This design comes from an exercise in tuning for small area and a short achievable clock period on the open sky130 flow, not from production work.
Function was checked by simulation only, so behaviour that the tests miss may differ from the original.

==> flow/design.v (outline; a module is shown in full before it is edited, if it fits) <==
// module tv80s: 120 lines
// module tv80_core: 1542 lines
// module tv80_mcode: 2190 lines
// module tv80_alu: 356 lines
// module tv80_reg: 41 lines
module tv80s ( 
  m1_n, mreq_n, iorq_n, rd_n, wr_n, rfsh_n, halt_n, busak_n, A, dout, 
  reset_n, clk, wait_n, int_n, nmi_n, busrq_n, di
  );
  // ...
==> flow/run.sh <==
#!/bin/bash
# synth_recipe.tcl (not shown) runs the flow's synth.tcl, then flattens the netlist and writes it again
# the make line also repeats each setting of config.mk as NAME=value (left out here)
make -C /OpenROAD-flow-scripts/flow DESIGN_CONFIG=/design/flow/config.mk WORK_HOME=/design/flow/orfs CLKGATE_MAP_FILE= SYNTH_SCRIPT=/design/flow/synth_recipe.tcl finish
==> flow/config.mk <==
export PLATFORM = sky130hd
export DESIGN_NAME = tv80s
export DESIGN_NICKNAME = tv80s
export VERILOG_FILES = /design/flow/design.v
export SDC_FILE = /design/flow/constraint.sdc
export NUM_CORES = 4
export LEC_CHECK = 0
export CAP_MARGIN = 20
export CORE_MARGIN = 2
export CORE_UTILIZATION = 40
export CTS_BUF_LIST = sky130_fd_sc_hd__clkbuf_4 sky130_fd_sc_hd__clkbuf_8
export SETUP_SLACK_MARGIN = 4.8
export SLEW_MARGIN = 20
==> flow/constraint.sdc <==
create_clock -name core_clock -period 10.5 [get_ports {clk}]
set_input_delay 2.1000 -clock core_clock [delete_from_list [all_inputs] [get_ports {clk}]]
set_output_delay 2.1000 -clock core_clock [all_outputs]
set_load 0.01 [all_outputs]
==> flow_summary.json, run 1 <==
{
  "run_status": "complete, no violations",
  "ys_seq_area_share_pct": 33.68,
  "gp_congestion": 1.076,
  "synthAdderAreaFrac_pct": 3.295,
  "grt_max_degree": 72,
  "postLayoutCoreUtil_pct": 45.25,
  "syn_to_final_growth_pct": 12.56,
  "globalRouteMet2Util_pct": 58.25,
  "htree_levels": 3,
  "synth_cell_type_count": 110,
  "period_minus_slack_ns": 5.765,
  "critPathLaunchType": "primary input",
  "synth_flop_cell": "edfxtp_1",
  "multiInputGateArea_mm2": 0.02269,
  "timing.setup.tns_ns": 0,
  "synthSimpleGateAreaFrac_pct": 20.74,
  "worst_slew_pin_slew_ns": 1.187,
  "finalNonFillerCells": 5620,
  "num_vias": 40000,
  "timing.critical_path.from": "di[1]",
  "die_width_um": 304.3,
  "ys_ff_latch": 438,
  "largest_cell_class": "multi-input gates",
  "clk_latency_ns": 0.77,
  "cp_cell_sequence": "clkdlybuf4s50_1, or4_1, o221a_2, buf_4, nand2_1, nor2_1, buf_4, o41ai_1, nand4_1, a21oi_1, o311ai_0, o21ai_0, a21oi_1",
  "syn_avg_cell_area_um2": 8.196,
  "final_layout_size_suffix_gt1_share_pct": 12.93,
  "dp_hpwl_um": 138700,
  "path_max_fanout": 35
}
==> module tv80_core, before the edit <==
module tv80_core ( 
  m1_n, iorq, no_read, write, rfsh_n, halt_n, busak_n, A, dout, mc,
  ts, intcycle_n, IntE, stop,
  reset_n, clk, cen, wait_n, int_n, nmi_n, busrq_n, dinst, di
  );
  parameter Mode = 1;    
  parameter IOWait = 1;  
  parameter Flag_C = 0;
  parameter Flag_N = 1;
  parameter Flag_P = 2;
  parameter Flag_X = 3;
  parameter Flag_H = 4;
  parameter Flag_Y = 5;
  parameter Flag_Z = 6;
  parameter Flag_S = 7;
  input     reset_n;            
  input     clk;                
  input     cen;                
  input     wait_n;             
  input     int_n;              
  input     nmi_n;              
  input     busrq_n;            
  output    m1_n;               
  output    iorq;               
  output    no_read;            
  output    write;              
  output    rfsh_n;             
  output    halt_n;             
  output    busak_n;            
  output [15:0] A; 
  input [7:0]   dinst;  
  input [7:0]   di;     
  output [7:0]  dout;     
  output [6:0]  mc;     
  output [6:0]  ts;     
  output        intcycle_n;     
  output        IntE;           
  output        stop;           
  reg    m1_n;          
  reg    iorq; 
  reg    halt_n;                
  reg    busak_n;               
  reg [15:0] A; 
  reg [7:0]  dout;        
  reg [6:0]  mc;        
  reg [6:0]  ts;        
  reg   intcycle_n;     
  reg   IntE;           
  reg   stop;           
  parameter     aNone    = 3'b111;
  parameter     aBC      = 3'b000;
  parameter     aDE      = 3'b001;
  parameter     aXY      = 3'b010;
  parameter     aIOA     = 3'b100;
  parameter     aSP      = 3'b101;
  parameter     aZI      = 3'b110;
  reg [7:0]     ACC, F;
  reg [7:0]     Ap, Fp;
  reg [7:0]     I;
  reg [15:0]    SP, PC;
  reg [7:0]     RegDIH;
  reg [7:0]     RegDIL;
  wire [15:0]   RegBusA;
  wire [15:0]   RegBusB;
  wire [15:0]   RegBusC;
  reg [2:0]     RegAddrA_r;
  reg [2:0]     RegAddrA;
  reg [2:0]     RegAddrB_r;
  reg [2:0]     RegAddrB;
  reg [2:0]     RegAddrC;
  reg           RegWEH;
  reg           RegWEL;
  reg           Alternate;
  reg [15:0]    TmpAddr;         
  reg [7:0]     IR;              
  reg [1:0]     ISet;            
  reg [15:0]    RegBusA_r;
  reg [15:0]    ID16;
  reg [7:0]     Save_Mux;
  reg [6:0]     tstate;
  reg [6:0]     mcycle;
  reg           last_mcycle, last_tstate;
  reg           IntE_FF1;
  reg           IntE_FF2;
  reg           Halt_FF;
  reg           BusReq_s;
  reg           BusAck;
  reg           ClkEn;
  reg           NMI_s;
  reg           INT_s;
  reg [1:0]     IStatus;
  reg [7:0]     DI_Reg;
  reg           T_Res;
  reg [1:0]     XY_State;
  reg [2:0]     Pre_XY_F_M;
  reg           NextIs_XY_Fetch;
  reg           XY_Ind;
  reg           No_BTR;
  reg           BTR_r;
  reg           Auto_Wait;
  reg           Auto_Wait_t1;
  reg           Auto_Wait_t2;
  reg           IncDecZ;
  reg [7:0]     BusB;
  reg [7:0]     BusA;
  wire [7:0]    ALU_Q;
  wire [7:0]    F_Out;
  reg [4:0]     Read_To_Reg_r;
  reg           Arith16_r;
  reg           Z16_r;
  reg [3:0]     ALU_Op_r;
  reg           Save_ALU_r;
  reg           PreserveC_r;
  reg [2:0]     mcycles;
  wire [2:0]    mcycles_d;
  wire [2:0]    tstates;
  reg           IntCycle;
  reg           NMICycle;
  reg [7:0]     IR_d;
  reg [1:0]     ISet_d;
  reg [6:0]     mcycle_d;
  reg           NMICycle_d;
  reg           IntCycle_d;
  reg [7:0]     IR_d1;
  reg [1:0]     ISet_d1;
  reg [6:0]     mcycle_d1;
  reg           NMICycle_d1;
  reg           IntCycle_d1;
  wire          Inc_PC;
  wire          Inc_WZ;
  wire [3:0]    IncDec_16;
  wire [1:0]    Prefix;
  wire          Read_To_Acc;
  wire          Read_To_Reg;
  wire [3:0]     Set_BusB_To;
  wire [3:0]     Set_BusA_To;
  wire [3:0]     ALU_Op;
  wire           Save_ALU;
  wire           PreserveC;
  wire           Arith16;
  wire [2:0]     Set_Addr_To;
  wire           Jump;
  wire           JumpE;
  wire           JumpXY;
  wire           Call;
  wire           RstP;
  wire           LDZ;
  wire           LDW;
  wire           LDSPHL;
  wire           iorq_i;
  wire [2:0]     Special_LD;
  wire           ExchangeDH;
  wire           ExchangeRp;
  wire           ExchangeAF;
  wire           ExchangeRS;
  wire           I_DJNZ;
  wire           I_CPL;
  wire           I_CCF;
  wire           I_SCF;
  wire           I_RETN;
  wire           I_BT;
  wire           I_BC;
  wire           I_BTR;
  wire           I_RLD;
  wire           I_RRD;
  wire           I_INRC;
  wire           SetDI;
  wire           SetEI;
  wire [1:0]     IMode;
  wire           Halt;
  reg [15:0]     PC16;
  reg [15:0]     PC16_B;
  reg [15:0]     SP16, SP16_A, SP16_B;
  reg [15:0]     ID16_B;
  integer        id_i;
  reg            Oldnmi_n;
  wire [2:0] MCycles_nA;
  reg  [2:0] MCycles_qA;
  wire [2:0] TStates_nA;
  reg  [2:0] TStates_qA;
  wire [1:0] Prefix_nA;
  reg  [1:0] Prefix_qA;
  wire Inc_PC_nA;
  reg  Inc_PC_qA;
  wire Inc_WZ_nA;
  reg  Inc_WZ_qA;
  wire [3:0] IncDec_16_nA;
  reg  [3:0] IncDec_16_qA;
  wire Read_To_Acc_nA;
  reg  Read_To_Acc_qA;
  wire Read_To_Reg_nA;
  reg  Read_To_Reg_qA;
  wire [3:0] Set_BusB_To_nA;
  reg  [3:0] Set_BusB_To_qA;
  wire [3:0] Set_BusA_To_nA;
  reg  [3:0] Set_BusA_To_qA;
  wire [3:0] ALU_Op_nA;
  reg  [3:0] ALU_Op_qA;
  wire Save_ALU_nA;
  reg  Save_ALU_qA;
  wire PreserveC_nA;
  reg  PreserveC_qA;
  wire Arith16_nA;
  reg  Arith16_qA;
  wire [2:0] Set_Addr_To_nA;
  reg  [2:0] Set_Addr_To_qA;
  wire IORQ_nA;
  reg  IORQ_qA;
  wire Jump_nA;
  reg  Jump_qA;
  wire JumpE_nA;
  reg  JumpE_qA;
  wire JumpXY_nA;
  reg  JumpXY_qA;
  wire Call_nA;
  reg  Call_qA;
  wire RstP_nA;
  reg  RstP_qA;
  wire LDZ_nA;
  reg  LDZ_qA;
  wire LDW_nA;
  reg  LDW_qA;
  wire LDSPHL_nA;
  reg  LDSPHL_qA;
  wire [2:0] Special_LD_nA;
  reg  [2:0] Special_LD_qA;
  wire ExchangeDH_nA;
  reg  ExchangeDH_qA;
  wire ExchangeRp_nA;
  reg  ExchangeRp_qA;
  wire ExchangeAF_nA;
  reg  ExchangeAF_qA;
  wire ExchangeRS_nA;
  reg  ExchangeRS_qA;
  wire I_DJNZ_nA;
  reg  I_DJNZ_qA;
  wire I_CPL_nA;
  reg  I_CPL_qA;
  wire I_CCF_nA;
  reg  I_CCF_qA;
  wire I_SCF_nA;
  reg  I_SCF_qA;
  wire I_RETN_nA;
  reg  I_RETN_qA;
  wire I_BT_nA;
  reg  I_BT_qA;
  wire I_BC_nA;
  reg  I_BC_qA;
  wire I_BTR_nA;
  reg  I_BTR_qA;
  wire I_RLD_nA;
  reg  I_RLD_qA;
  wire I_RRD_nA;
  reg  I_RRD_qA;
  wire I_INRC_nA;
  reg  I_INRC_qA;
  wire SetDI_nA;
  reg  SetDI_qA;
  wire SetEI_nA;
  reg  SetEI_qA;
  wire [3:0] CCUse_nA;
  reg  [3:0] CCUse_qA;
  wire [1:0] IMode_nA;
  reg  [1:0] IMode_qA;
  wire Halt_nA;
  reg  Halt_qA;
  wire NoRead_nA;
  reg  NoRead_qA;
  wire Write_nA;
  reg  Write_qA;
  tv80_mcode #(Mode, Flag_C, Flag_N, Flag_P, Flag_X, Flag_H, Flag_Y, Flag_Z, Flag_S) i_mcode
    (
     .IR                   (IR_d1),
     .ISet                 (ISet_d1),
     .MCycle               (mcycle_d1),
     .CC                   (1'b0),
     .CC2                  (1'b0),
     .NMICycle             (NMICycle_d1),
     .IntCycle             (IntCycle_d1),
     .MCycles              (MCycles_nA),
     .TStates              (TStates_nA),
     .Prefix               (Prefix_nA),
     .Inc_PC               (Inc_PC_nA),
     .Inc_WZ               (Inc_WZ_nA),
     .IncDec_16            (IncDec_16_nA),
     .Read_To_Acc          (Read_To_Acc_nA),
     .Read_To_Reg          (Read_To_Reg_nA),
     .Set_BusB_To          (Set_BusB_To_nA),
     .Set_BusA_To          (Set_BusA_To_nA),
     .ALU_Op               (ALU_Op_nA),
     .Save_ALU             (Save_ALU_nA),
     .PreserveC            (PreserveC_nA),
     .Arith16              (Arith16_nA),
     .Set_Addr_To          (Set_Addr_To_nA),
     .IORQ                 (IORQ_nA),
     .Jump                 (Jump_nA),
     .JumpE                (JumpE_nA),
     .JumpXY               (JumpXY_nA),
     .Call                 (Call_nA),
     .RstP                 (RstP_nA),
     .LDZ                  (LDZ_nA),
     .LDW                  (LDW_nA),
     .LDSPHL               (LDSPHL_nA),
     .Special_LD           (Special_LD_nA),
     .ExchangeDH           (ExchangeDH_nA),
     .ExchangeRp           (ExchangeRp_nA),
     .ExchangeAF           (ExchangeAF_nA),
     .ExchangeRS           (ExchangeRS_nA),
     .I_DJNZ               (I_DJNZ_nA),
     .I_CPL                (I_CPL_nA),
     .I_CCF                (I_CCF_nA),
     .I_SCF                (I_SCF_nA),
     .I_RETN               (I_RETN_nA),
     .I_BT                 (I_BT_nA),
     .I_BC                 (I_BC_nA),
     .I_BTR                (I_BTR_nA),
     .I_RLD                (I_RLD_nA),
     .I_RRD                (I_RRD_nA),
     .I_INRC               (I_INRC_nA),
     .SetDI                (SetDI_nA),
     .SetEI                (SetEI_nA),
     .IMode                (IMode_nA),
     .Halt                 (Halt_nA),
     .NoRead               (NoRead_nA),
     .Write                (Write_nA),
     .CCUse                (CCUse_nA)
     );
  always @(posedge clk or negedge reset_n)
    begin
      if (reset_n == 1'b0)
        begin
          MCycles_qA <= #1 3'd1;
          TStates_qA <= #1 3'd4;
          Prefix_qA <= #1 2'd0;
          Inc_PC_qA <= #1 1'd0;
          Inc_WZ_qA <= #1 1'd0;
          IncDec_16_qA <= #1 4'd0;
          Read_To_Acc_qA <= #1 1'd0;
          Read_To_Reg_qA <= #1 1'd0;
          Set_BusB_To_qA <= #1 4'd0;
          Set_BusA_To_qA <= #1 4'd0;
          ALU_Op_qA <= #1 4'd0;
          Save_ALU_qA <= #1 1'd0;
          PreserveC_qA <= #1 1'd0;
          Arith16_qA <= #1 1'd0;
          Set_Addr_To_qA <= #1 3'd7;
          IORQ_qA <= #1 1'd0;
          Jump_qA <= #1 1'd0;
          JumpE_qA <= #1 1'd0;
          JumpXY_qA <= #1 1'd0;
          Call_qA <= #1 1'd0;
          RstP_qA <= #1 1'd0;
          LDZ_qA <= #1 1'd0;
          LDW_qA <= #1 1'd0;
          LDSPHL_qA <= #1 1'd0;
          Special_LD_qA <= #1 3'd0;
          ExchangeDH_qA <= #1 1'd0;
          ExchangeRp_qA <= #1 1'd0;
          ExchangeAF_qA <= #1 1'd0;
          ExchangeRS_qA <= #1 1'd0;
          I_DJNZ_qA <= #1 1'd0;
          I_CPL_qA <= #1 1'd0;
          I_CCF_qA <= #1 1'd0;
          I_SCF_qA <= #1 1'd0;
          I_RETN_qA <= #1 1'd0;
          I_BT_qA <= #1 1'd0;
          I_BC_qA <= #1 1'd0;
          I_BTR_qA <= #1 1'd0;
          I_RLD_qA <= #1 1'd0;
          I_RRD_qA <= #1 1'd0;
          I_INRC_qA <= #1 1'd0;
          SetDI_qA <= #1 1'd0;
          SetEI_qA <= #1 1'd0;
          IMode_qA <= #1 2'd3;
          Halt_qA <= #1 1'd0;
          NoRead_qA <= #1 1'd0;
          Write_qA <= #1 1'd0;
          CCUse_qA <= #1 4'd0;
        end
      else if (!(tstate[2] && wait_n == 1'b0))
        begin
          MCycles_qA <= #1 MCycles_nA;
          TStates_qA <= #1 TStates_nA;
          Prefix_qA <= #1 Prefix_nA;
          Inc_PC_qA <= #1 Inc_PC_nA;
          Inc_WZ_qA <= #1 Inc_WZ_nA;
          IncDec_16_qA <= #1 IncDec_16_nA;
          Read_To_Acc_qA <= #1 Read_To_Acc_nA;
          Read_To_Reg_qA <= #1 Read_To_Reg_nA;
          Set_BusB_To_qA <= #1 Set_BusB_To_nA;
          Set_BusA_To_qA <= #1 Set_BusA_To_nA;
          ALU_Op_qA <= #1 ALU_Op_nA;
          Save_ALU_qA <= #1 Save_ALU_nA;
          PreserveC_qA <= #1 PreserveC_nA;
          Arith16_qA <= #1 Arith16_nA;
          Set_Addr_To_qA <= #1 Set_Addr_To_nA;
          IORQ_qA <= #1 IORQ_nA;
          Jump_qA <= #1 Jump_nA;
          JumpE_qA <= #1 JumpE_nA;
          JumpXY_qA <= #1 JumpXY_nA;
          Call_qA <= #1 Call_nA;
          RstP_qA <= #1 RstP_nA;
          LDZ_qA <= #1 LDZ_nA;
          LDW_qA <= #1 LDW_nA;
          LDSPHL_qA <= #1 LDSPHL_nA;
          Special_LD_qA <= #1 Special_LD_nA;
          ExchangeDH_qA <= #1 ExchangeDH_nA;
          ExchangeRp_qA <= #1 ExchangeRp_nA;
          ExchangeAF_qA <= #1 ExchangeAF_nA;
          ExchangeRS_qA <= #1 ExchangeRS_nA;
          I_DJNZ_qA <= #1 I_DJNZ_nA;
          I_CPL_qA <= #1 I_CPL_nA;
          I_CCF_qA <= #1 I_CCF_nA;
          I_SCF_qA <= #1 I_SCF_nA;
          I_RETN_qA <= #1 I_RETN_nA;
          I_BT_qA <= #1 I_BT_nA;
          I_BC_qA <= #1 I_BC_nA;
          I_BTR_qA <= #1 I_BTR_nA;
          I_RLD_qA <= #1 I_RLD_nA;
          I_RRD_qA <= #1 I_RRD_nA;
          I_INRC_qA <= #1 I_INRC_nA;
          SetDI_qA <= #1 SetDI_nA;
          SetEI_qA <= #1 SetEI_nA;
          IMode_qA <= #1 IMode_nA;
          Halt_qA <= #1 Halt_nA;
          NoRead_qA <= #1 NoRead_nA;
          Write_qA <= #1 Write_nA;
          CCUse_qA <= #1 CCUse_nA;
        end
    end
  reg [7:0] cc_sel;
  always @(posedge clk or negedge reset_n)
    begin
      if (reset_n == 1'b0)
        cc_sel <= #1 8'b00000001;
      else
        case ({ IR_d[7] & IR_d[5], IR_d[4:3] })
          3'd0 : cc_sel <= #1 8'b00000001;
          3'd1 : cc_sel <= #1 8'b00000010;
          3'd2 : cc_sel <= #1 8'b00000100;
          3'd3 : cc_sel <= #1 8'b00001000;
          3'd4 : cc_sel <= #1 8'b00010000;
          3'd5 : cc_sel <= #1 8'b00100000;
          3'd6 : cc_sel <= #1 8'b01000000;
          default : cc_sel <= #1 8'b10000000;
        endcase
    end
  wire cc_true = |(cc_sel & { F[7], ~F[7], F[2], ~F[2], F[0], ~F[0], F[6], ~F[6] });
  wire cc_jp   = CCUse_qA[0] & cc_true;    
  wire cc_jr   = CCUse_qA[1] & cc_true;    
  wire cc_call = CCUse_qA[2] & cc_true;    
  wire cc_ret  = CCUse_qA[3] & cc_true;    
  assign Jump        = Jump_qA | cc_jp;
  assign mcycles_d   = cc_call ? 3'b101 : (cc_jr | cc_ret) ? 3'b011 : MCycles_qA;
  assign IncDec_16   = cc_call ? 4'b1111 : IncDec_16_qA;
  assign Set_Addr_To = (cc_call | cc_ret) ? aSP : Set_Addr_To_qA;
  assign tstates     = cc_call ? 3'b100 : TStates_qA;
  assign Set_BusB_To = cc_call ? 4'b1101 : Set_BusB_To_qA;
  assign Prefix = Prefix_qA;
  assign Inc_PC = Inc_PC_qA;
  assign Inc_WZ = Inc_WZ_qA;
  assign Read_To_Acc = Read_To_Acc_qA;
  assign Read_To_Reg = Read_To_Reg_qA;
  assign Set_BusA_To = Set_BusA_To_qA;
  assign ALU_Op = ALU_Op_qA;
  assign Save_ALU = Save_ALU_qA;
  assign PreserveC = PreserveC_qA;
  assign Arith16 = Arith16_qA;
  assign iorq_i = IORQ_qA;
  assign JumpE = JumpE_qA;
  assign JumpXY = JumpXY_qA;
  assign Call = Call_qA;
  assign RstP = RstP_qA;
  assign LDZ = LDZ_qA;
  assign LDW = LDW_qA;
  assign LDSPHL = LDSPHL_qA;
  assign Special_LD = Special_LD_qA;
  assign ExchangeDH = ExchangeDH_qA;
  assign ExchangeRp = ExchangeRp_qA;
  assign ExchangeAF = ExchangeAF_qA;
  assign ExchangeRS = ExchangeRS_qA;
  assign I_DJNZ = I_DJNZ_qA;
  assign I_CPL = I_CPL_qA;
  assign I_CCF = I_CCF_qA;
  assign I_SCF = I_SCF_qA;
  assign I_RETN = I_RETN_qA;
  assign I_BT = I_BT_qA;
  assign I_BC = I_BC_qA;
  assign I_BTR = I_BTR_qA;
  assign I_RLD = I_RLD_qA;
  assign I_RRD = I_RRD_qA;
  assign I_INRC = I_INRC_qA;
  assign SetDI = SetDI_qA;
  assign SetEI = SetEI_qA;
  assign IMode = IMode_qA;
  assign Halt = Halt_qA;
  assign no_read = NoRead_qA;
  assign write = Write_qA;
  tv80_alu #(Mode, Flag_C, Flag_N, Flag_P, Flag_X, Flag_H, Flag_Y, Flag_Z, Flag_S) i_alu
    (
     .Arith16              (Arith16_r),
     .Z16                  (Z16_r),
     .ALU_Op               (ALU_Op_r),
     .IR                   (IR[5:0]),
     .ISet                 (ISet),
     .BusA                 (BusA),
     .BusB                 (BusB),
     .F_In                 (F),
     .Q                    (ALU_Q),
     .F_Out                (F_Out)
     );
  function is_cc_true;
    input [7:0] FF;
    input [2:0] cc;
    begin
      case (cc)
        3'b000  : is_cc_true = FF[6] == 1'b0;  
        3'b001  : is_cc_true = FF[6] == 1'b1;  
        3'b010  : is_cc_true = FF[0] == 1'b0;  
        3'b011  : is_cc_true = FF[0] == 1'b1;  
        3'b100  : is_cc_true = FF[2] == 1'b0;  
        3'b101  : is_cc_true = FF[2] == 1'b1;  
        3'b110  : is_cc_true = FF[7] == 1'b0;  
        3'b111  : is_cc_true = FF[7] == 1'b1;  
      endcase
    end
  endfunction  
  function [6:0] number_to_bitvec;
    input [2:0] num;
    begin
      case (num)
        1 : number_to_bitvec = 7'b0000001;
        2 : number_to_bitvec = 7'b0000010;
        3 : number_to_bitvec = 7'b0000100;
        4 : number_to_bitvec = 7'b0001000;
        5 : number_to_bitvec = 7'b0010000;
        6 : number_to_bitvec = 7'b0100000;
        7 : number_to_bitvec = 7'b1000000;
        default : number_to_bitvec = 7'bx;
      endcase  
    end
  endfunction  
  function [2:0] mcyc_to_number;
    input [6:0] mcyc;
    begin
      casez (mcyc)
        7'b1zzzzzz : mcyc_to_number = 3'h7;
        7'b01zzzzz : mcyc_to_number = 3'h6;
        7'b001zzzz : mcyc_to_number = 3'h5;
        7'b0001zzz : mcyc_to_number = 3'h4;
        7'b00001zz : mcyc_to_number = 3'h3;
        7'b000001z : mcyc_to_number = 3'h2;
        7'b0000001 : mcyc_to_number = 3'h1;
        default : mcyc_to_number = 3'h1;
      endcase
    end
  endfunction
  always @( mcycle or mcycles or tstate or tstates)
    begin
      case (mcycles)
        1 : last_mcycle = mcycle[0];
        2 : last_mcycle = mcycle[1];
        3 : last_mcycle = mcycle[2];
        4 : last_mcycle = mcycle[3];
        5 : last_mcycle = mcycle[4];
        6 : last_mcycle = mcycle[5];
        7 : last_mcycle = mcycle[6];
        default : last_mcycle = 1'bx;
      endcase  
      case (tstates)
        0 : last_tstate = tstate[0];
        1 : last_tstate = tstate[1];
        2 : last_tstate = tstate[2];
        3 : last_tstate = tstate[3];
        4 : last_tstate = tstate[4];
        5 : last_tstate = tstate[5];
        6 : last_tstate = tstate[6];
        default : last_tstate = 1'bx;
      endcase
    end  
  always @( ALU_Q or BusAck or BusB or DI_Reg
	   or ExchangeRp or IR or Save_ALU_r or Set_Addr_To or XY_Ind
	   or XY_State or cen or last_tstate or mcycle)
    begin
      ClkEn = cen && ~ BusAck;
      if (last_tstate)
        T_Res = 1'b1;
      else T_Res = 1'b0;
      if (XY_State != 2'b00 && XY_Ind == 1'b0 &&
          ((Set_Addr_To == aXY) ||
           (mcycle[0] && IR == 8'b11001011) ||
           (mcycle[0] && IR == 8'b00110110)))
        NextIs_XY_Fetch = 1'b1;
      else 
        NextIs_XY_Fetch = 1'b0;
      if (ExchangeRp)
        Save_Mux = BusB;
      else if (!Save_ALU_r)
        Save_Mux = DI_Reg;
      else
        Save_Mux = ALU_Q;
    end  
  always @ (posedge clk or negedge reset_n)
    begin
      if (reset_n == 1'b0 ) 
        begin
          PC <= #1 0;   
          A <= #1 0;
          TmpAddr <= #1 0;
          XY_State <= #1 2'b00;
          IStatus <= #1 2'b00;
          mcycles <= #1 3'b000;
          Alternate <= #1 1'b0;
          Read_To_Reg_r <= #1 5'b00000;
          Arith16_r <= #1 1'b0;
          BTR_r <= #1 1'b0;
          Z16_r <= #1 1'b0;
          ALU_Op_r <= #1 4'b0000;
          Save_ALU_r <= #1 1'b0;
          PreserveC_r <= #1 1'b0;
          XY_Ind <= #1 1'b0;
        end 
      else 
        begin
          if (ClkEn == 1'b1 ) 
            begin
              ALU_Op_r <= #1 4'b0000;
              Save_ALU_r <= #1 1'b0;
              Read_To_Reg_r <= #1 5'b00000;
              mcycles <= #1 mcycles_d;
              if (IMode != 2'b11 ) 
                begin
                  IStatus <= #1 IMode;
                end
              Arith16_r <= #1 Arith16;
              PreserveC_r <= #1 PreserveC;
              if (ISet == 2'b10 && ALU_Op[2] == 1'b0 && ALU_Op[0] == 1'b1 && mcycle[2] ) 
                begin
                  Z16_r <= #1 1'b1;
                end 
              else 
                begin
                  Z16_r <= #1 1'b0;
                end
              if (mcycle[0] && (tstate[1] | tstate[2] | tstate[3] )) 
                begin
                  if (tstate[2] && wait_n == 1'b1 ) 
                    begin
                      if (Jump == 1'b0 && Call == 1'b0 && NMICycle == 1'b0 && IntCycle == 1'b0 && ~ (Halt_FF == 1'b1 || Halt == 1'b1) ) 
                        begin
                          PC <= #1 PC16;
                        end
                      if (IntCycle == 1'b1 && IStatus == 2'b01 ) 
                        begin
                        end 
                      else if (Halt_FF == 1'b1 || (IntCycle == 1'b1 && IStatus == 2'b10) || NMICycle == 1'b1 ) 
                        begin
			  TmpAddr[7:0] <= #1 dinst;  
                        end 
                      if (Prefix != 2'b00 ) 
                        begin
                          if (Prefix == 2'b11 ) 
                            begin
                              if (IR[5] == 1'b1 ) 
                                begin
                                  XY_State <= #1 2'b10;
                                end 
                              else 
                                begin
                                  XY_State <= #1 2'b01;
                                end
                            end 
                          else 
                            begin
                              if (Prefix == 2'b10 ) 
                                begin
                                  XY_State <= #1 2'b00;
                                  XY_Ind <= #1 1'b0;
                                end
                            end
                        end 
                      else 
                        begin
                          XY_State <= #1 2'b00;
                          XY_Ind <= #1 1'b0;
                        end
                    end  
                end 
              else 
                begin
                  if (mcycle[5] ) 
                    begin
                      XY_Ind <= #1 1'b1;
                    end
                  if (T_Res == 1'b1 ) 
                    begin
                      BTR_r <= #1 (I_BT || I_BC || I_BTR) && ~ No_BTR;
                      if (Jump == 1'b1 ) 
                        begin
                          A[15:8] <= #1 DI_Reg;
                          A[7:0] <= #1 TmpAddr[7:0];
                          PC[15:8] <= #1 DI_Reg;
                          PC[7:0] <= #1 TmpAddr[7:0];
                        end 
                      else if (JumpXY == 1'b1 ) 
                        begin
                          A <= #1 RegBusC;
                          PC <= #1 RegBusC;
                        end else if (Call == 1'b1 || RstP == 1'b1 ) 
                          begin
                            A <= #1 TmpAddr;
                            PC <= #1 TmpAddr;
                          end 
                        else if (last_mcycle && NMICycle == 1'b1 ) 
                          begin
                            A <= #1 16'b0000000001100110;
                            PC <= #1 16'b0000000001100110;
                          end 
                        else if (mcycle[2] && IntCycle == 1'b1 && IStatus == 2'b10 ) 
                          begin
                            A[15:8] <= #1 I;
                            A[7:0] <= #1 TmpAddr[7:0];
                            PC[15:8] <= #1 I;
                            PC[7:0] <= #1 TmpAddr[7:0];
                          end 
                        else 
                          begin
                            case (Set_Addr_To)
                              aXY :
                                begin
                                  if (XY_State == 2'b00 ) 
                                    begin
                                      A <= #1 RegBusC;
                                    end 
                                  else 
                                    begin
                                      if (NextIs_XY_Fetch == 1'b1 )
                                        begin
                                          A <= #1 PC;
                                        end 
                                      else 
                                        begin
                                          A <= #1 TmpAddr;
                                        end
                                    end  
                                end  
                              aIOA :
                                begin
                                  if (Mode == 3 ) 
                                    begin
                                      A[15:8] <= #1 8'hFF;
                                    end 
                                  else if (Mode == 2 ) 
                                    begin
                                      A[15:8] <= #1 DI_Reg;
                                    end 
                                  else 
                                    begin
                                      A[15:8] <= #1 ACC;
                                    end
                                  A[7:0] <= #1 DI_Reg;
                                end  
                              aSP :
                                begin
                                  A <= #1 SP;
                                end
                              aBC :
                                begin
                                  if (Mode == 3 && iorq_i == 1'b1 ) 
                                    begin
                                      A[15:8] <= #1 8'hFF;
                                      A[7:0] <= #1 RegBusC[7:0];
                                    end 
                                  else 
                                    begin
                                      A <= #1 RegBusC;
                                    end
                                end  
                              aDE :
                                begin
                                  A <= #1 RegBusC;
                                end
                              aZI :
                                begin                                  
                                  if (Inc_WZ == 1'b1 ) 
                                    begin
                                      A <= #1 TmpAddr + 1;
                                    end 
                                  else 
                                    begin
                                      A[15:8] <= #1 DI_Reg;
                                      A[7:0] <= #1 TmpAddr[7:0];
                                    end
                                end  
                              default   :
                                begin                                    
                                  A <= #1 PC;
                                end
                            endcase  
                          end  
                      Save_ALU_r <= #1 Save_ALU;
                      ALU_Op_r <= #1 ALU_Op;
                      if (I_CPL == 1'b1 ) 
                        begin
                          ACC <= #1 ~ ACC;
                          F[Flag_Y] <= #1 ~ ACC[5];
                          F[Flag_H] <= #1 1'b1;
                          F[Flag_X] <= #1 ~ ACC[3];
                          F[Flag_N] <= #1 1'b1;
                        end
                      if (I_CCF == 1'b1 ) 
                        begin
                          F[Flag_C] <= #1 ~ F[Flag_C];
                          F[Flag_Y] <= #1 ACC[5];
                          F[Flag_H] <= #1 F[Flag_C];
                          F[Flag_X] <= #1 ACC[3];
                          F[Flag_N] <= #1 1'b0;
                        end
                      if (I_SCF == 1'b1 ) 
                        begin
                          F[Flag_C] <= #1 1'b1;
                          F[Flag_Y] <= #1 ACC[5];
                          F[Flag_H] <= #1 1'b0;
                          F[Flag_X] <= #1 ACC[3];
                          F[Flag_N] <= #1 1'b0;
                        end
                    end  
                  if (tstate[2] && wait_n == 1'b1 ) 
                    begin
                      if (JumpE == 1'b1 ) 
                        begin
                          PC <= #1 PC16;
                        end 
                      else if (Inc_PC == 1'b1 ) 
                        begin
                          PC <= #1 PC16;
                        end
                      if (BTR_r == 1'b1 ) 
                        begin
                          PC <= #1 PC16;
                        end
                      if (RstP == 1'b1 ) 
                        begin
                          TmpAddr <= #1 { 10'h0, IR[5:3], 3'h0 };
                        end
                    end
                  if (tstate[3] && mcycle[5] ) 
                    begin
                      TmpAddr <= #1 SP16;
                    end
                  if ((tstate[2] && wait_n == 1'b1) || (tstate[4] && mcycle[0]) ) 
                    begin
                      if (IncDec_16[2:0] == 3'b111 ) 
                        begin
                          SP <= #1 SP16;
                        end
                    end
                  if (LDSPHL == 1'b1 ) 
                    begin
                      SP <= #1 RegBusC;
                    end
                  if (ExchangeAF == 1'b1 ) 
                    begin
                      Ap <= #1 ACC;
                      ACC <= #1 Ap;
                      Fp <= #1 F;
                      F <= #1 Fp;
                    end
                  if (ExchangeRS == 1'b1 ) 
                    begin
                      Alternate <= #1 ~ Alternate;
                    end
                end  
              if (tstate[3] ) 
                begin
                  if (LDZ == 1'b1 ) 
                    begin
                      TmpAddr[7:0] <= #1 DI_Reg;
                    end
                  if (LDW == 1'b1 ) 
                    begin
                      TmpAddr[15:8] <= #1 DI_Reg;
                    end
                  if (Special_LD[2] == 1'b1 ) 
                    begin
                      case (Special_LD[1:0])
                        2'b00 :
                          begin
                            ACC <= #1 I;
                            F[Flag_P] <= #1 IntE_FF2;
			    F[Flag_Z] <= (I == 0);
			    F[Flag_S] <= I[7];
			    F[Flag_H] <= 0;
			    F[Flag_N] <= 0; 
                          end
                        2'b01 :
                          begin
                            ACC <= #1 0;
                            F[Flag_P] <= #1 IntE_FF2;
			    F[Flag_Z] <= (I == 0);
			    F[Flag_S] <= I[7];
			    F[Flag_H] <= 0;
			    F[Flag_N] <= 0; 
                          end
                        2'b10 :
                          I <= #1 ACC;
                        default : ;
                      endcase
                    end
                end  
              if ((I_DJNZ == 1'b0 && Save_ALU_r == 1'b1) || ALU_Op_r == 4'b1001 ) 
                begin
                  if (Mode == 3 ) 
                    begin
                      F[6] <= #1 F_Out[6];
                      F[5] <= #1 F_Out[5];
                      F[7] <= #1 F_Out[7];
                      if (PreserveC_r == 1'b0 ) 
                        begin
                          F[4] <= #1 F_Out[4];
                        end
                    end 
                  else 
                    begin
                      F[7:1] <= #1 F_Out[7:1];
                      if (PreserveC_r == 1'b0 ) 
                        begin
                          F[Flag_C] <= #1 F_Out[0];
                        end
                    end
                end  
              if (T_Res == 1'b1 && I_INRC == 1'b1 ) 
                begin
                  F[Flag_H] <= #1 1'b0;
                  F[Flag_N] <= #1 1'b0;
                  if (DI_Reg[7:0] == 8'b00000000 ) 
                    begin
                      F[Flag_Z] <= #1 1'b1;
                    end 
                  else 
                    begin
                      F[Flag_Z] <= #1 1'b0;
                    end
                  F[Flag_S] <= #1 DI_Reg[7];
                  F[Flag_P] <= #1 ~ (^DI_Reg[7:0]);
                end  
              if (tstate[1] && Auto_Wait_t1 == 1'b0 ) 
                begin
                  dout <= #1 BusB;
                  if (I_RLD == 1'b1 ) 
                    begin
                      dout[3:0] <= #1 BusA[3:0];
                      dout[7:4] <= #1 BusB[3:0];
                    end
                  if (I_RRD == 1'b1 ) 
                    begin
                      dout[3:0] <= #1 BusB[7:4];
                      dout[7:4] <= #1 BusA[3:0];
                    end
                end
              if (T_Res == 1'b1 ) 
                begin
                  Read_To_Reg_r[3:0] <= #1 Set_BusA_To;
                  Read_To_Reg_r[4] <= #1 Read_To_Reg;
                  if (Read_To_Acc == 1'b1 ) 
                    begin
                      Read_To_Reg_r[3:0] <= #1 4'b0111;
                      Read_To_Reg_r[4] <= #1 1'b1;
                    end
                end
              if (tstate[1] && I_BT == 1'b1 ) 
                begin
                  F[Flag_X] <= #1 ALU_Q[3];
                  F[Flag_Y] <= #1 ALU_Q[1];
                  F[Flag_H] <= #1 1'b0;
                  F[Flag_N] <= #1 1'b0;
                end
              if (I_BC == 1'b1 || I_BT == 1'b1 ) 
                begin
                  F[Flag_P] <= #1 IncDecZ;
                end
              if ((tstate[1] && Save_ALU_r == 1'b0 && Auto_Wait_t1 == 1'b0) ||
                  (Save_ALU_r == 1'b1 && ALU_Op_r != 4'b0111) ) 
                begin
                  case (Read_To_Reg_r)
                    5'b10111 :
                      ACC <= #1 Save_Mux;
                    5'b10110 :
                      dout <= #1 Save_Mux;
                    5'b11000 :
                      SP[7:0] <= #1 Save_Mux;
                    5'b11001 :
                      SP[15:8] <= #1 Save_Mux;
                    5'b11011 :
                      F <= #1 Save_Mux;
                    default : ;
                  endcase
                end  
            end  
        end  
    end
  always @ (posedge clk)
    begin
      if (ClkEn == 1'b1 ) 
        begin
          RegAddrA_r <= #1  { Alternate, Set_BusA_To[2:1] };
          if (XY_Ind == 1'b0 && XY_State != 2'b00 && Set_BusA_To[2:1] == 2'b10 ) 
            begin
              RegAddrA_r <= #1 { XY_State[1],  2'b11 };
            end
          RegAddrB_r <= #1 { Alternate, Set_BusB_To[2:1] };
          if (XY_Ind == 1'b0 && XY_State != 2'b00 && Set_BusB_To[2:1] == 2'b10 ) 
            begin
              RegAddrB_r <= #1 { XY_State[1],  2'b11 };
            end
          RegAddrC <= #1 { Alternate,  Set_Addr_To[1:0] };
          if ((JumpXY == 1'b1 || LDSPHL == 1'b1) ) 
            begin
              RegAddrC <= #1 { Alternate, 2'b10 };
            end
          if (((JumpXY == 1'b1 || LDSPHL == 1'b1) && XY_State != 2'b00) || (mcycle[5]) ) 
            begin
              RegAddrC <= #1 { XY_State[1],  2'b11 };
            end
          if (I_DJNZ == 1'b1 && Save_ALU_r == 1'b1 && Mode < 2 ) 
            begin
              IncDecZ <= #1 F_Out[Flag_Z];
            end
          if ((tstate[2] || (tstate[3] && mcycle[0])) && IncDec_16[2:0] == 3'b100 ) 
            begin
              if (RegBusA == (IncDec_16[3] ? 16'h0001 : 16'hFFFF)) 
                begin
                  IncDecZ <= #1 1'b0;
                end 
              else 
                begin
                  IncDecZ <= #1 1'b1;
                end
            end
          RegBusA_r <= #1 RegBusA;
        end
    end  
  always @(*)
    begin
      if ((tstate[2] || (tstate[3] && mcycle[0] && IncDec_16_qA[2] == 1'b1)) && XY_State == 2'b00)
        RegAddrA = { Alternate, IncDec_16_qA[1:0] };
      else if ((tstate[2] || (tstate[3] && mcycle[0] && IncDec_16_qA[2] == 1'b1)) && IncDec_16_qA[1:0] == 2'b10)
        RegAddrA = { XY_State[1], 2'b11 };
      else if (ExchangeDH == 1'b1 && tstate[3])
        RegAddrA = { Alternate, 2'b10 };
      else if (ExchangeDH == 1'b1 && tstate[4])
        RegAddrA = { Alternate, 2'b01 };
      else
        RegAddrA = RegAddrA_r;
      if (ExchangeDH == 1'b1 && tstate[3])
        RegAddrB = { Alternate, 2'b01 };
      else
        RegAddrB = RegAddrB_r;
    end  
  always @( ALU_Op_r or Auto_Wait_t1 or ExchangeDH
	   or IncDec_16 or Read_To_Reg_r or Save_ALU_r or mcycle
	   or tstate or wait_n)
    begin
      RegWEH = 1'b0;
      RegWEL = 1'b0;
      if ((tstate[1] && ~Save_ALU_r && ~Auto_Wait_t1) ||
          (Save_ALU_r && (ALU_Op_r != 4'b0111)) ) 
        begin
          case (Read_To_Reg_r)
            5'b10000 , 5'b10001 , 5'b10010 , 5'b10011 , 5'b10100 , 5'b10101 :
              begin
                RegWEH = ~ Read_To_Reg_r[0];
                RegWEL = Read_To_Reg_r[0];
              end  
            default : ;
          endcase  
        end  
      if (ExchangeDH && (tstate[3] || tstate[4]) ) 
        begin
          RegWEH = 1'b1;
          RegWEL = 1'b1;
        end
      if (IncDec_16[2] && ((tstate[2] && wait_n && ~mcycle[0]) || (tstate[3] && mcycle[0])) ) 
        begin
          case (IncDec_16[1:0])
            2'b00 , 2'b01 , 2'b10 :
              begin
                RegWEH = 1'b1;
                RegWEL = 1'b1;
              end  
            default : ;
          endcase
        end
    end  
  always @( ExchangeDH or ID16 or IncDec_16 or RegBusA_r
	   or RegBusB or Save_Mux or mcycle or tstate)
    begin
      RegDIH = Save_Mux;
      RegDIL = Save_Mux;
      if (ExchangeDH == 1'b1 && tstate[3] ) 
        begin
          RegDIH = RegBusB[15:8];
          RegDIL = RegBusB[7:0];
        end
      else if (ExchangeDH == 1'b1 && tstate[4] ) 
        begin
          RegDIH = RegBusA_r[15:8];
          RegDIL = RegBusA_r[7:0];
        end
      else if (IncDec_16[2] == 1'b1 && ((tstate[2] && ~mcycle[0]) || (tstate[3] && mcycle[0])) ) 
        begin
          RegDIH = ID16[15:8];
          RegDIL = ID16[7:0];
        end
    end
  tv80_reg i_reg
    (
     .clk                  (clk),
     .CEN                  (ClkEn),
     .WEH                  (RegWEH),
     .WEL                  (RegWEL),
     .AddrA                (RegAddrA),
     .AddrB                (RegAddrB),
     .AddrC                (RegAddrC),
     .DIH                  (RegDIH),
     .DIL                  (RegDIL),
     .DOAH                 (RegBusA[15:8]),
     .DOAL                 (RegBusA[7:0]),
     .DOBH                 (RegBusB[15:8]),
     .DOBL                 (RegBusB[7:0]),
     .DOCH                 (RegBusC[15:8]),
     .DOCL                 (RegBusC[7:0])
     );
  always @ (posedge clk)
    begin
      if (ClkEn == 1'b1 ) 
        begin
          case (Set_BusB_To)
            4'b0111 :
              BusB <= #1 ACC;
            4'b0000 , 4'b0001 , 4'b0010 , 4'b0011 , 4'b0100 , 4'b0101 :
              begin
                if (Set_BusB_To[0] == 1'b1 ) 
                  begin
                    BusB <= #1 RegBusB[7:0];
                  end 
                else 
                  begin
                    BusB <= #1 RegBusB[15:8];
                  end
              end
            4'b0110 :
              BusB <= #1 DI_Reg;
            4'b1000 :
              BusB <= #1 SP[7:0];
            4'b1001 :
              BusB <= #1 SP[15:8];
            4'b1010 :
              BusB <= #1 8'b00000001;
            4'b1011 :
              BusB <= #1 F;
            4'b1100 :
              BusB <= #1 PC[7:0];
            4'b1101 :
              BusB <= #1 PC[15:8];
            4'b1110 :
              BusB <= #1 8'b00000000;
            default :
              BusB <= #1 8'h0;
          endcase
          case (Set_BusA_To)
            4'b0111 :
              BusA <= #1 ACC;
            4'b0000 , 4'b0001 , 4'b0010 , 4'b0011 , 4'b0100 , 4'b0101 :
              begin
                if (Set_BusA_To[0] == 1'b1 )
                  begin
                    BusA <= #1 RegBusA[7:0];
                  end 
                else 
                  begin
                    BusA <= #1 RegBusA[15:8];
                  end
              end
            4'b0110 :
              BusA <= #1 DI_Reg;
            4'b1000 :
              BusA <= #1 SP[7:0];
            4'b1001 :
              BusA <= #1 SP[15:8];
            4'b1010 :
              BusA <= #1 8'b00000000;
            default :
              BusA <= #1  8'h0;
          endcase
        end
    end
  assign rfsh_n = 1'b1;
  always @( BusAck or Halt_FF or I_DJNZ or IntCycle
	   or IntE_FF1 or di or iorq_i or mcycle or tstate)
    begin
      mc = mcycle;
      ts = tstate;
      DI_Reg = di;
      halt_n = ~ Halt_FF;
      busak_n = ~ BusAck;
      intcycle_n = ~ IntCycle;
      IntE = IntE_FF1;
      iorq = iorq_i;
      stop = I_DJNZ;
    end
  always @ (posedge clk or negedge reset_n)
    begin : sync_inputs
      if (~reset_n) 
        begin
          BusReq_s <= #1 1'b0;
          INT_s <= #1 1'b0;
          NMI_s <= #1 1'b0;
          Oldnmi_n <= #1 1'b0;
        end 
      else
        begin
          if (cen == 1'b1 ) 
            begin
              BusReq_s <= #1 ~ busrq_n;
              INT_s <= #1 ~ int_n;
              if (NMICycle == 1'b1 ) 
                begin
                  NMI_s <= #1 1'b0;
                end 
              else if (nmi_n == 1'b0 && Oldnmi_n == 1'b1 ) 
                begin
                  NMI_s <= #1 1'b1;
                end
              Oldnmi_n <= #1 nmi_n;
            end
        end
    end
  always @ (posedge clk or negedge reset_n)
    begin
      if (reset_n == 1'b0 ) 
        begin
          tstate <= #1 7'b0000001;
          Pre_XY_F_M <= #1 3'b000;
          Halt_FF <= #1 1'b0;
          BusAck <= #1 1'b0;
          IntE_FF1 <= #1 1'b0;
          IntE_FF2 <= #1 1'b0;
          No_BTR <= #1 1'b0;
          Auto_Wait_t1 <= #1 1'b0;
          Auto_Wait_t2 <= #1 1'b0;
          m1_n <= #1 1'b1;
        end 
      else
        begin
          if (cen == 1'b1 ) 
            begin
              if (T_Res == 1'b1 ) 
                begin
                  Auto_Wait_t1 <= #1 1'b0;
                end 
              else 
                begin
		  Auto_Wait_t1 <= #1 Auto_Wait || (iorq_i & ~Auto_Wait_t2);
                end
              Auto_Wait_t2 <= #1 Auto_Wait_t1 & !T_Res;
              No_BTR <= #1 (I_BT && (~ IR[4] || ~ F[Flag_P])) ||
                        (I_BC && (~ IR[4] || F[Flag_Z] || ~ F[Flag_P])) ||
                        (I_BTR && (~ IR[4] || F[Flag_Z]));
              if (tstate[2] ) 
                begin
                  if (SetEI == 1'b1 ) 
                    begin
                      if (!NMICycle)
                        IntE_FF1 <= #1 1'b1;
                      IntE_FF2 <= #1 1'b1;
                    end
                  if (I_RETN == 1'b1 ) 
                    begin
                      IntE_FF1 <= #1 IntE_FF2;
                    end
                end
              if (tstate[3] ) 
                begin
                  if (SetDI == 1'b1 ) 
                    begin
                      IntE_FF1 <= #1 1'b0;
                      IntE_FF2 <= #1 1'b0;
                    end
                end
              if (IntCycle == 1'b1 || NMICycle == 1'b1 ) 
                begin
                  Halt_FF <= #1 1'b0;
                end
              if (mcycle[0] && tstate[2] && wait_n == 1'b1 ) 
                begin
                  m1_n <= #1 1'b1;
                end
              if (BusReq_s == 1'b1 && BusAck == 1'b1 ) 
                begin
                end 
              else 
                begin
                  BusAck <= #1 1'b0;
                  if (tstate[2] && wait_n == 1'b0 ) 
                    begin
                    end 
                  else if (T_Res == 1'b1 ) 
                    begin
                      if (Halt == 1'b1 ) 
                        begin
                          Halt_FF <= #1 1'b1;
                        end
                      if (BusReq_s == 1'b1 ) 
                        begin
                          BusAck <= #1 1'b1;
                        end 
                      else 
                        begin
                          tstate <= #1 7'b0000010;
                          if (NextIs_XY_Fetch == 1'b1 ) 
                            begin
                              Pre_XY_F_M <= #1 mcyc_to_number(mcycle);
                              if (IR == 8'b00110110 && Mode == 0 ) 
                                begin
                                  Pre_XY_F_M <= #1 3'b010;
                                end
                            end 
                          else if ((mcycle[6]) || (mcycle[5] && Mode == 1 && ISet != 2'b01) ) 
                            begin
                            end 
                          else if ((last_mcycle) ||
                                   No_BTR == 1'b1 ||
                                   (mcycle[1] && I_DJNZ == 1'b1 && IncDecZ == 1'b1) ) 
                            begin
                              m1_n <= #1 1'b0;
                              if (NMI_s == 1'b1 && Prefix == 2'b00 ) 
                                begin
                                  IntE_FF1 <= #1 1'b0;
                                end 
                              else if ((IntE_FF1 == 1'b1 && INT_s == 1'b1) && Prefix == 2'b00 && SetEI == 1'b0 ) 
                                begin
                                  IntE_FF1 <= #1 1'b0;
                                  IntE_FF2 <= #1 1'b0;
                                end
                            end 
                          else 
                            begin
                            end
                        end
                    end 
                  else 
                    begin    
                      if ( ~(Auto_Wait == 1'b1 && Auto_Wait_t2 == 1'b0) &&
                           ~(IOWait == 1 && iorq_i == 1'b1 && Auto_Wait_t1 == 1'b0) ) 
                        begin
                          tstate <= #1 { tstate[5:0], tstate[6] };
                        end
                    end
                end
              if (tstate[0]) 
                begin
                  m1_n <= #1 1'b0;
                end
            end
        end
    end
  always @(*)
    begin
      IR_d = IR;
      ISet_d = ISet;
      if (ClkEn == 1'b1)
        begin
          if (mcycle[0] && (tstate[1] | tstate[2] | tstate[3]))
            begin
              if (tstate[2] && wait_n == 1'b1)
                begin
                  if (IntCycle == 1'b1 && IStatus == 2'b01)
                    IR_d = 8'b11111111;
                  else if (Halt_FF == 1'b1 || (IntCycle == 1'b1 && IStatus == 2'b10) || NMICycle == 1'b1)
                    IR_d = 8'b00000000;
                  else
                    IR_d = dinst;
                  ISet_d = 2'b00;
                  if (Prefix != 2'b00 && Prefix != 2'b11)
                    ISet_d = Prefix;
                end
            end
          else
            begin
              if (mcycle[5] && Prefix == 2'b01)
                ISet_d = 2'b01;
              if (tstate[2] && wait_n == 1'b1 && ISet == 2'b01 && mcycle[6])
                IR_d = dinst;
            end
        end
      mcycle_d = mcycle;
      NMICycle_d = NMICycle;
      IntCycle_d = IntCycle;
      if (cen == 1'b1 && !(BusReq_s == 1'b1 && BusAck == 1'b1) &&
          !(tstate[2] && wait_n == 1'b0) && T_Res == 1'b1 && BusReq_s == 1'b0)
        begin
          if (NextIs_XY_Fetch == 1'b1)
            mcycle_d = 7'b0100000;
          else if ((mcycle[6]) || (mcycle[5] && Mode == 1 && ISet != 2'b01))
            mcycle_d = number_to_bitvec(Pre_XY_F_M + 1);
          else if ((last_mcycle) ||
                   No_BTR == 1'b1 ||
                   (mcycle[1] && I_DJNZ == 1'b1 && IncDecZ == 1'b1))
            begin
              mcycle_d = 7'b0000001;
              IntCycle_d = 1'b0;
              NMICycle_d = 1'b0;
              if (NMI_s == 1'b1 && Prefix == 2'b00)
                NMICycle_d = 1'b1;
              else if ((IntE_FF1 == 1'b1 && INT_s == 1'b1) && Prefix == 2'b00 && SetEI == 1'b0)
                IntCycle_d = 1'b1;
            end
          else
            mcycle_d = { mcycle[5:0], mcycle[6] };
        end
    end
  always @(*)
    begin
      IR_d1 = IR;
      ISet_d1 = ISet;
      if (ClkEn == 1'b1)
        begin
          if (mcycle[0] && (tstate[1] | tstate[2] | tstate[3]))
            begin
              if (tstate[2] && 1'b1)
                begin
                  if (IntCycle == 1'b1 && IStatus == 2'b01)
                    IR_d1 = 8'b11111111;
                  else if (Halt_FF == 1'b1 || (IntCycle == 1'b1 && IStatus == 2'b10) || NMICycle == 1'b1)
                    IR_d1 = 8'b00000000;
                  else
                    IR_d1 = dinst;
                  ISet_d1 = 2'b00;
                  if (Prefix != 2'b00 && Prefix != 2'b11)
                    ISet_d1 = Prefix;
                end
            end
          else
            begin
              if (mcycle[5] && Prefix == 2'b01)
                ISet_d1 = 2'b01;
              if (tstate[2] && 1'b1 && ISet == 2'b01 && mcycle[6])
                IR_d1 = dinst;
            end
        end
      mcycle_d1 = mcycle;
      NMICycle_d1 = NMICycle;
      IntCycle_d1 = IntCycle;
      if (cen == 1'b1 && !(BusReq_s == 1'b1 && BusAck == 1'b1) &&
          T_Res == 1'b1 && BusReq_s == 1'b0)
        begin
          if (NextIs_XY_Fetch == 1'b1)
            mcycle_d1 = 7'b0100000;
          else if ((mcycle[6]) || (mcycle[5] && Mode == 1 && ISet != 2'b01))
            mcycle_d1 = number_to_bitvec(Pre_XY_F_M + 1);
          else if ((last_mcycle) ||
                   No_BTR == 1'b1 ||
                   (mcycle[1] && I_DJNZ == 1'b1 && IncDecZ == 1'b1))
            begin
              mcycle_d1 = 7'b0000001;
              IntCycle_d1 = 1'b0;
              NMICycle_d1 = 1'b0;
              if (NMI_s == 1'b1 && Prefix == 2'b00)
                NMICycle_d1 = 1'b1;
              else if ((IntE_FF1 == 1'b1 && INT_s == 1'b1) && Prefix == 2'b00 && SetEI == 1'b0)
                IntCycle_d1 = 1'b1;
            end
          else
            mcycle_d1 = { mcycle[5:0], mcycle[6] };
        end
    end
  always @(posedge clk or negedge reset_n)
    begin
      if (reset_n == 1'b0)
        begin
          IR <= #1 8'b00000000;
          ISet <= #1 2'b00;
          mcycle <= #1 7'b0000001;
          NMICycle <= #1 1'b0;
          IntCycle <= #1 1'b0;
        end
      else
        begin
          IR <= #1 IR_d;
          ISet <= #1 ISet_d;
          mcycle <= #1 mcycle_d;
          NMICycle <= #1 NMICycle_d;
          IntCycle <= #1 IntCycle_d;
        end
    end
  always @( BTR_r or DI_Reg or IncDec_16 or JumpE or PC
	   or RegBusA or RegBusC or SP or tstate)
    begin
      if (JumpE == 1'b1 ) 
        begin
          PC16_B = { {8{DI_Reg[7]}}, DI_Reg };
        end 
      else if (BTR_r == 1'b1 ) 
        begin
          PC16_B = -2;
        end
      else
        begin
          PC16_B = 1;
        end
      if (tstate[3])
        begin
          SP16_A = RegBusC;
          SP16_B = { {8{DI_Reg[7]}}, DI_Reg };
        end
      else
        begin
          SP16_A = SP;
          if (IncDec_16[3] == 1'b1)
            SP16_B = -1;
          else
            SP16_B = 1;
        end
      ID16_B = IncDec_16[3] ? ~RegBusA : RegBusA;
      for (id_i = 0; id_i < 16; id_i = id_i + 1)
        ID16[id_i] = RegBusA[id_i] ^ ((ID16_B & ((16'h1 << id_i) - 16'h1)) == ((16'h1 << id_i) - 16'h1));
      PC16 = PC + PC16_B;
      SP16 = SP16_A + SP16_B;
    end  
  always @( IntCycle or NMICycle or mcycle)
    begin
      Auto_Wait = 1'b0;
      if (IntCycle == 1'b1 || NMICycle == 1'b1 ) 
        begin
          if (mcycle[0] ) 
            begin
              Auto_Wait = 1'b1;
            end
        end
    end  
endmodule  
==> run 2: changes to the inputs <==
--- a/flow/design.v
+++ b/flow/design.v
@@ -1491,3 +1491,2 @@
       ISet_d = ISet;
-      if (ClkEn == 1'b1)
         begin
@@ -1546,3 +1545,2 @@
       ISet_d1 = ISet;
-      if (ClkEn == 1'b1)
         begin
@@ -1616,4 +1614,3 @@
     end
-  always @( BTR_r or DI_Reg or IncDec_16 or JumpE or PC
-	   or RegBusA or RegBusC or SP or tstate)
+  always @(*)
     begin
@@ -1639,3 +1636,3 @@
           SP16_A = SP;
-          if (IncDec_16[3] == 1'b1)
+          if (IncDec_16_qA[3] == 1'b1 || CCUse_qA[2] == 1'b1)
             SP16_B = -1;
==> flow/flow/run.sh (new file) <==
#!/bin/bash
set -uo pipefail
bash standard.sh MATCH_CELL_FOOTPRINT=0 SETUP_SLACK_MARGIN=5.6 "BUFFER_PORTS_ARGS=-buffer_cell sky130_fd_sc_hd__buf_2" finish > make.log 2>&1
status=$?
tail -20 make.log
exit $status
==> flow/standard.sh (new file) <==
#!/bin/bash
# synth_recipe.tcl (not shown) runs the flow's synth.tcl, then flattens the netlist and writes it again
# the make line also repeats each setting of config.mk as NAME=value (left out here)
make -C /OpenROAD-flow-scripts/flow DESIGN_CONFIG=/design/flow/config.mk WORK_HOME=/design/flow/orfs CLKGATE_MAP_FILE= SYNTH_SCRIPT=/design/flow/synth_recipe.tcl "${@:-finish}"
--- a/flow/config.mk
+++ b/flow/config.mk
@@ -10,4 +10,3 @@
 export CORE_UTILIZATION = 40
-export CTS_BUF_LIST = sky130_fd_sc_hd__clkbuf_4 sky130_fd_sc_hd__clkbuf_8
-export SETUP_SLACK_MARGIN = 4.8
+export SETUP_SLACK_MARGIN = 5.0
 export SLEW_MARGIN = 20
removed: flow/run.sh
==> run 2 against run 1 <==
Compared with the run above: utilization grew 0.67 points; die area is 0.75% lower; setup slack gained 0.66 ns; global-route usage fell by 1.2 points; hold slack lost 0.0013 ns; cell count down 2.8%; register-to-register slack better by 0.58 ns; critical path type is now flip-flop to flip-flop; critical endpoint is now i_tv80_core.F[2]$_DFFE_PP_; largest cell class unchanged.
==> flow_summary.json, run 2 <==
{
  "drt_wl_total_um": 183500,
  "cts_made_buffers": 53,
  "coreArea_mm2": 0.08851,
  "syn_avg_cell_area_um2": 8.368,
  "worst_slew_pin_slew_ns": 1.187,
  "ioPinCount": 46,
  "remaining_drc_errors": 0,
  "die_y_um": 303.2,
  "nets": 4355,
  "cts_tree": "built",
  "synthSimpleGateAreaFrac_pct": 19.29,
  "ff2ff_setup_slack_ns": 5.39,
  "num_vias": 39370,
  "grt_max_degree": 73,
  "fin_area_mm2": 0.04064,
  "relSlewSlack_pct": 20.41,
  "grt_overflow": 0,
  "final_layout_size_suffix_gt1_share_pct": 15.70,
  "path_class": "flip-flop to flip-flop",
  "holdPathStages": 1,
  "r2r_start": "i_tv80_core.F[0]$_DFFE_PP_",
  "synth_common_cells": "nand2_1, nor2_1, a21oi_1, o21ai_0, clkbuf_1",
  "drt_first_pass_iters": 14,
  "mostFrequentLayoutCells": "nand2_1, nor2_1, a21oi_1",
  "clkTransAtPathRegs_ns": 0.07,
  "synth_top_area_share_pct": 19.63,
  "dpl_cell_area_mm2": 0.03735,
  "run_status": "complete, no violations",
  "hold_violations": 0,
  "synth-compound-area-share_pct": 28.51,
  "cts.sinks": 438,
  "ant_nets": 0,
  "synth_flop_cell": "edfxtp_1",
  "yosys_warnings": 5,
  "r2r-end": "i_tv80_core.F[2]$_DFFE_PP_",
  "synth_edf_count": 234,
  "clockBufferDepth": 3,
  "min-delay-start": "i_tv80_core.No_BTR$_DFF_PN0_",
  "drt_iter0_markers": 6993,
  "row_count": 109,
  "min_to": "i_tv80_core.BTR_r$_DFFE_PN0P_",
  "dp_hpwl_um": 131900,
  "worst_hold_slack_ns": 0.4659,
  "async_flop_share_pct": 46.58,
  "grt_pass1_wl_um": 260800,
  "maxCapViolations": 0,
  "finalNonFillerCells": 5464,
  "layout_commonest_cell": "nand2_1",
  "grt_usage_pct": 38.82,
  "synthAdderAreaFrac_pct": 3.292,
  "cts_root_buf": "clkbuf_16",
  "critPathLaunchType": "flip-flop",
  "min_path_type": "flip-flop to flip-flop",
  "antenna_found_initial": 13,
  "numPortBuffers": 44,
  "min_period_over_period_pct": 48.64,
  "yosysTopAreaCell": "edfxtp_1",
  "ys_seq_area_share_pct": 33.94,
  "cts.hold.buffers_added": 0,
  "synthesis.nets": 4382,
  "cp.arrival_ns": 5.56,
  "postLayoutCoreUtil_pct": 45.92,
  "path_max_fanout": 2,
  "initial_core_util_pct": 40.45,
  "syn_to_final_growth_pct": 13.53,
  "gp_congestion": 1.091,
  "fin_worst_skew_ns": 0.04121,
  "synth_cell_type_count": 112,
  "rr_worst_depth": 24,
  "placed_cells": 5297,
  "dieArea_mm2": 0.09191,
  "netlist_area_mm2": 0.03580,
  "max_freq_mhz": 195.8,
  "syn_inst": 4278,
  "setup_viol": 0,
  "htree_levels": 2,
  "die_width_um": 303.2,
  "reg_top3": "i_tv80_core.i_reg.RegsH (64), i_tv80_core.i_reg.RegsL (64)",
  "wire_per_inst_um": 33.59,
  "synth.most_common_cell": "nand2_1",
  "rsz0062_at_grt": "yes",
  "synth_xor_area_share_pct": 2.471,
  "grt_pass1_vias": 36060,
  "cp.required_ns": 10.95,
  "routed_via_density": 7.205,
  "timing.setup.tns_ns": 0,
  "end_kind": "flip-flop",
  "yosys-top-cells-area": "edfxtp_1, dfrtp_1, nand2_1, a21oi_1, o21ai_0",
  "yosys-mux-area-fraction_pct": 7.728,
  "clk_latency_ns": 0.66,
  "ys_ff_latch": 438,
  "synth_top_family_by_area": "compound AO/OA/AOI/OAI gates",
  "period_minus_slack_ns": 5.107,
  "slew_violations": 0
}
==> run 2: per-stage QoR <==
step / setup WS, ns
after floorplan: 5.382
after global routing: 5.163
final: 5.393
after CTS: 5.308
after detailed placement: 4.208
after global placement: 4.188
==> run 2: worst max path at each step <==
| stage | startpoint | end | slack (ns) | depth (start not counted) |
|---|---|---|---|---|
| floorplan | i_tv80_core.ALU_Op_r[1]$_DFFE_PN0N_ | i_tv80_core.F[2]$_DFFE_PP_ | 5.38 | 26 |
| global placement | di[6] | i_tv80_core.LDSPHL_qA$_DFFE_PN0N_ | 4.19 | 12 |
| detailed placement | di[0] | i_tv80_core.JumpXY_qA$_DFFE_PN0N_ | 4.21 | 12 |
| CTS | i_tv80_core.F[0]$_DFFE_PP_ | i_tv80_core.F[2]$_DFFE_PP_ | 5.31 | 24 |
| global route | i_tv80_core.F[0]$_DFFE_PP_ | i_tv80_core.F[2]$_DFFE_PP_ | 5.16 | 24 |
| finish | i_tv80_core.F[0]$_DFFE_PP_ | i_tv80_core.F[2]$_DFFE_PP_ | 5.39 | 24 |
==> run 2: timing repair <==
action | CTS | global route
endpoints found under the setup margin | 170 | 158
gates resized for setup | 109 | 123
gates cloned | 4 | 0
setup buffers | 32 | 27
pin swaps | 27 | 28
==> run 2: critical path, stage by stage, from the launching register on <==
cell and delay [ns]:
edfxtp_1 0.43, buf_8 0.15, nand2_4 0.07, nor2_4 0.04
xor2_2 0.15, fa_2 0.37, fa_2 0.36, a21o_1 0.16
a21o_1 0.21, fa_2 0.38, a21o_1 0.16, a21o_1 0.17
fa_1 0.46, a22oi_2 0.20, ha_1 0.28, xnor2_2 0.16
xnor2_1 0.13, nor2_1 0.07, a211oi_2 0.20, a21oi_1 0.07
nor2_1 0.14, a211oi_2 0.07, o31ai_2 0.26, nand4_1 0.12
o211ai_1 0.12
==> run 2: cells by family after synthesis <==
kind of cell             after synthesis
AO/OA/AOI/OAI                       1522
AND/OR/NAND/NOR                     1494
flip-flops                           438
buffers and inverters                424
multiplexers                         208
XOR/XNOR                             101
adder cells (fa/ha/maj)               90
other                                  1
==> run 2: area by class of cell <==
type | instances | area (um^2)
Fill cell | 8611 | 47870
Tap cell | 1165 | 1458
Multi-Input combinational cell | 3417 | 22910
Timing Repair Buffer | 254 | 2042
Clock buffer | 64 | 1398
Clock inverter | 34 | 336.6
Inverter | 87 | 326.6
Antenna cell | 5 | 12.51
Sequential cell | 438 | 12160
==> run 2: routing by layer <==
metal	vias to the layer above	track usage [%]	part of all wire [%]
li1	16350	-	-
met1	18920	51.19	38
met2	3220	56.51	41
met3	858	10.19	13
met4	16	24.51	8.0
met5	-	0	0.056

==> separate check: timing with driven ports <==
The flow's constraints put no driver on any port. The routed layouts listed below were extracted and timed again, unchanged, in two steps.
Step 1 sets driving cells, clkbuf_16 on the clock port and buf_2 on the other inputs (assumed; they add their load-dependent delay and slew).
Step 2 adds t to the input delays and takes it off the output delays; t is the mean of the earliest and latest rising clock arrival at the registers after step 1. Input paths then give back, and output paths get back, about the clock's delay inside the block.
Three values: ideal, step 1, step 2; two values: the first two.
| run | t (ns) | slack for setup (ns) | hold slack, ns | clock arrival spread, ns |
|---|---|---|---|---|
| run 1 | 0.806 | 4.735 / 4.776 / 3.970 | 0.467 / 0.467 / 0.467 | 0.064 / 0.064 |
| run 2 | 0.712 | 5.393 / 5.393 / 4.825 | 0.466 / 0.466 / 0.466 | 0.042 / 0.042 |
After both steps setup and hold are still met in every run listed. For run 1, which loses most, drivers alone change the setup slack by +0.041 ns; drivers and shift together by -0.765 ns.
